This is an optimization exercise on Yosys and OpenROAD, whose aim is small area, not a production implementation.
The RTL was checked by simulation tests, not by an equivalence proof against the original design.
The clock port is modelled as an ideal driver, which makes a skipped or thinned clock tree look cheaper than it is; a real chip needs a root buffer or a tree.
Power and IR drop assume default switching activity.

==> flow/design.v (excerpt) <==
module Car_Alarm_System_S (
input Brake_depressed_switch , Hidden_switch , Ignition_switch , Driver_door , Passenger_door ,Clock, System_reset,
output Fuel_pump_power , Siren , Status_indicator
);
For scale: roughly 10 I/O pins, roughly 3100 sq um of cells after synthesis.
clock: 10.0 ns
lec_check: 0
cap_margin: 20
core_margin: 2
core_utilization: 70
slew_margin: 20
standard.sh (not shown) runs the stock make flow with config.mk's settings and CLKGATE_MAP_FILE= SYNTH_SCRIPT=/design/flow/synth_recipe.tcl, a recipe that flattens the netlist after the stock synthesis.
==> flow/flow/run.sh <==
#!/bin/bash
set -euo pipefail
WORK="$PWD"
RES="$WORK/orfs/results/${FLOW_PLATFORM}/Car_Alarm_System_S/base"
export CTS_ARGS="-sink_clustering_enable -repair_clock_nets -dont_use_dummy_load -buf_list sky130_fd_sc_hd__clkbuf_8 -root_buf sky130_fd_sc_hd__clkbuf_8"
export BUFFER_PORTS_ARGS="-buffer_cell sky130_fd_sc_hd__buf_1"
export POST_CTS_TCL="$WORK/flow/post_cts.tcl"

bash standard.sh synth > standard_synth.log 2>&1

cp "$RES/1_2_yosys.v" "$WORK/standard_1_2_yosys.v"
LIB="$FLOW_HOME/platforms/${FLOW_PLATFORM}/lib/sky130_fd_sc_hd__tt_025C_1v80.lib" \
NETLIST_IN="$WORK/standard_1_2_yosys.v" NETLIST_OUT="$WORK/remapped.v" \
ABC_SCRIPT="$WORK/flow/area.abc" \
  "$FLOW_HOME/../tools/install/yosys/bin/yosys" -c "$WORK/flow/remap.tcl" > remap.log 2>&1
cp "$WORK/remapped.v" "$RES/1_2_yosys.v"
rm -f "$RES/1_synth.odb" "$RES/1_synth.sdc"

bash standard.sh finish > standard_finish.log 2>&1
==> flow/flow/area.abc <==
strash
&get -n
&fraig -x
&deepsyn -T 120
&put
strash
&get -n
&dch -f
&nf -R 1000
&put
strash
&get -n
&dch -f
&nf -R 1000
&put
Other scripts of this flow, unchanged in this note and not shown: flow/flow/post_cts.tcl, flow/flow/remap.tcl, flow/flow/tree.tcl
==> next run, changes <==
==> flow/flow/area.abc (replaced) <==
strash
&get -n
&fraig -x
&put
scorr
dc2
strash
&get -n
&dch -f
&nf -R 1000
&put
strash
&get -n
&dch -f
&nf -R 1000
&put
After rerunning: Routed wire length shrinks by 1.4%; clock skew increases by 0.0036 ns; design area stays flat.
In every run of this note, the design's own scripts or RTL, not TritonCTS, make the clock network.

* * *

The RTL this note starts from:
==> flow/design.v <==
`timescale 1ns / 1ps
module Car_Alarm_System_S (
input Brake_depressed_switch , Hidden_switch , Ignition_switch , Driver_door , Passenger_door ,Clock, System_reset,
output Fuel_pump_power , Siren , Status_indicator
);
  wire rst, ig, brk, hid, dd, pd;
  Debouncer D1 (Clock, System_reset, rst);
  Debouncer D2 (Clock, Ignition_switch, ig);
  Debouncer D3 (Clock, Brake_depressed_switch, brk);
  Debouncer D4 (Clock, Hidden_switch, hid);
  Debouncer D5 (Clock, Driver_door, dd);
  Debouncer D6 (Clock, Passenger_door, pd);
  reg fp_q;
  assign Fuel_pump_power = ~rst & ig & ((brk & hid) | fp_q);
  always @(posedge Clock) fp_q <= Fuel_pump_power;
  localparam Armed = 3'b000, Triggered = 3'b001, Sound_Alarm = 3'b010, Disarmed = 3'b011,
             Ignition_off = 3'b100, Door_open = 3'b101, Door_close = 3'b110, Alarm_on = 3'b111;
  reg [2:0] state, next_state;
  reg [1:0] cls;
  reg start, drv;
  reg expired;
  wire tick;
  wire door = dd | pd;
  always @(*) begin
    case (state)
      Armed:        next_state = ig ? Disarmed : door ? Triggered : Armed;
      Triggered:    next_state = ig ? Disarmed : expired ? Sound_Alarm : Triggered;
      Sound_Alarm:  next_state = (~door | ig) ? Alarm_on : Sound_Alarm;
      Alarm_on:     next_state = ~expired ? Alarm_on : ~door ? Armed : ig ? Disarmed : Alarm_on;
      Disarmed:     next_state = ig ? Disarmed : Ignition_off;
      Ignition_off: next_state = dd ? Door_open : Ignition_off;
      Door_open:    next_state = ~door ? Door_close : Door_open;
      default:      next_state = expired ? Armed : door ? Door_open : Door_close;
    endcase
  end
  always @(posedge Clock) begin
    state <= rst ? Armed : next_state;
    case (state)
      Armed:                 cls <= 2'b01;
      Triggered:             cls <= 2'b10;
      Sound_Alarm, Alarm_on: cls <= 2'b11;
      default:               cls <= 2'b00;
    endcase
    start <= (state == Armed & ~ig & door) | (state == Sound_Alarm & (~door | ig)) |
             (state == Door_open & ~door);
    drv <= dd;
  end
  assign Siren = cls[1] & cls[0];
  reg [3:0] counter;
  wire [3:0] value = (cls == 2'b01) ? (drv ? 4'd2 : 4'd15) : cls[1] ? 4'd10 : 4'd6;
  always @(posedge Clock) begin
    if (rst)
      counter <= 4'd0;
    else if (start)
      counter <= value;
    else if (tick && counter != 4'd0)
      counter <= counter - 1'b1;
    expired <= ~rst & ~start & tick & (counter == 4'd1);
  end
  TickDivider TD (Clock, rst | start, tick);
  reg led;
  assign Status_indicator = led;
  always @(posedge Clock)
    if (rst)
      led <= 1'b0;
    else if (tick)
      led <= cls[1] | (cls[0] & ~led);
endmodule
module Debouncer (input clock, I, output reg O);
  reg [10:0] r;
  reg IReg;
  wire diff = IReg ^ I;
  wire at_end = (r[10:1] == 10'b0101010101);
  always @(posedge clock) begin
    IReg <= I;
    if (diff)
      r <= 11'b01010100111;
    else
      r <= {~r[9:0], r[10] ^ r[8]};
    if (!diff && at_end)
      O <= IReg;
  end
endmodule
module TickDivider (input clk, rst, output tick);
  reg [13:0] q;
  wire z = (q[12:0] == 13'b1010101010101);
  assign tick = z & ~q[13];
  always @(posedge clk)
    if (rst)
      q <= 14'b01010101010100;
    else
      q <= {~q[12:0], q[13] ^ q[4] ^ q[2] ^ q[0] ^ z};
endmodule
clock: 10.0 ns
lec_check: 0
cap_margin: 20
core_margin: 2
core_utilization: 70
slew_margin: 20
==> flow/flow/run.sh <==
#!/bin/bash
# Standard ORFS layout with a leaner clock tree (no dummy loads, clkbuf_8 sink
# buffers) and minimum-size port buffers. Synthesis is the standard one.
set -euo pipefail
export CTS_ARGS="-sink_clustering_enable -repair_clock_nets -dont_use_dummy_load -buf_list sky130_fd_sc_hd__clkbuf_8 -sink_clustering_size 30 -sink_clustering_max_diameter 150"
export BUFFER_PORTS_ARGS="-buffer_cell sky130_fd_sc_hd__buf_1"
bash standard.sh finish > standard_make.log 2>&1
The starting point finished with timing, DRC and antenna clean.
==> next run, changes <==
==> flow/run.sh (new file) <==
#!/bin/bash
# synth_recipe.tcl (not shown) runs the flow's synth.tcl, then flattens the netlist and writes it again
# the make line also repeats each setting of config.mk as NAME=value (left out here)
make -C /OpenROAD-flow-scripts/flow DESIGN_CONFIG=/design/flow/config.mk WORK_HOME=/design/flow/orfs CLKGATE_MAP_FILE= SYNTH_SCRIPT=/design/flow/synth_recipe.tcl finish
CORE_UTILIZATION = 40   (was 70)
GPL_TIMING_DRIVEN = 0   (was default)
removed: flow/flow/run.sh
removed: flow/standard.sh
=> Core utilization falls by 30 points; hold slack stays flat; wire length shrinks by a few percent; final cell count climbs by about a fifth; clock-buffer cell count rises by 1; register-to-register slack improved by 0.11 ns; via count grows slightly.
==> next run, changes <==
ABC_AREA = 1   (was default)
CORE_UTILIZATION = 75   (was 40)
GPL_TIMING_DRIVEN = default   (was 0)
What happened: The new run went through all stages and came out clean. Worst setup slack is worse by 0.14 ns. Wire length came out higher by 27%. Power goes up by about 7%. Global-route usage rises by 14 points. Synthesized cell count rose by about 14%. Non-clock buffer count came out lower by 6. First-iteration DRC count rose by about 50%. Sequential power rose by about 2%. Die area falls by 43%.
==> next run, changes <==
==> flow/flow/run.sh (new file) <==
#!/bin/bash
# Standard ORFS layout with a leaner clock tree (no dummy loads, clkbuf_8 sink
# buffers) and minimum-size port buffers. Synthesis is the standard one.
set -euo pipefail
export CTS_ARGS="-sink_clustering_enable -repair_clock_nets -dont_use_dummy_load -buf_list sky130_fd_sc_hd__clkbuf_8"
export BUFFER_PORTS_ARGS="-buffer_cell sky130_fd_sc_hd__buf_1"
bash standard.sh finish > standard_make.log 2>&1
==> flow/standard.sh (new file) <==
#!/bin/bash
# synth_recipe.tcl (not shown) runs the flow's synth.tcl, then flattens the netlist and writes it again
# the make line also repeats each setting of config.mk as NAME=value (left out here)
make -C /OpenROAD-flow-scripts/flow DESIGN_CONFIG=/design/flow/config.mk WORK_HOME=/design/flow/orfs CLKGATE_MAP_FILE= SYNTH_SCRIPT=/design/flow/synth_recipe.tcl "${@:-finish}"
ABC_AREA = default   (was 1)
CORE_UTILIZATION = 40   (was 75)
GPL_TIMING_DRIVEN = 0   (was default)
removed: flow/run.sh
The changed run completed with no timing, DRC or antenna violations.
Area after synthesis went down by 3.5%.
Flip-flop and latch count does not change.
Non-clock buffer count grows by 6.

-- separate check: timing with driven ports --
Ports are ideal in the flow. The routed layouts listed here were re-timed in OpenROAD.
Step 1, drivers: a clkbuf_16 drives Clock and a buf_2 each remaining input, both assumed.
Step 2 also shifts input and output timing later by t, the mid clock arrival at the registers, as if the neighbouring blocks saw the same clock.
a / b / c = ideal / step 1 / step 2; a / b = the first two.
run | t (ns) | setup slack, ns | slew at the worst register clock pin (ns) | pins driven straight from the clock port
the first run of note 1 | 0.228 | 5.975 / 5.917 / 6.145 | 0.11 / 0.11 | 3
the second run of note 1 | 0.228 | 5.890 / 5.833 / 6.061 | 0.12 / 0.12 | 3
the first run of note 2 | 0.370 | 6.624 / 6.595 / 6.791 | 0.10 / 0.10 | 1
the second run of note 2 | 0.377 | 6.227 / 6.199 / 6.369 | 0.09 / 0.09 | 1
the third run of note 2 | 0.392 | 6.090 / 6.063 / 6.439 | 0.10 / 0.10 | 1
the fourth run of note 2 | 0.369 | 6.625 / 6.596 / 6.754 | 0.10 / 0.10 | 1
After both steps setup and hold are still met in every run listed.
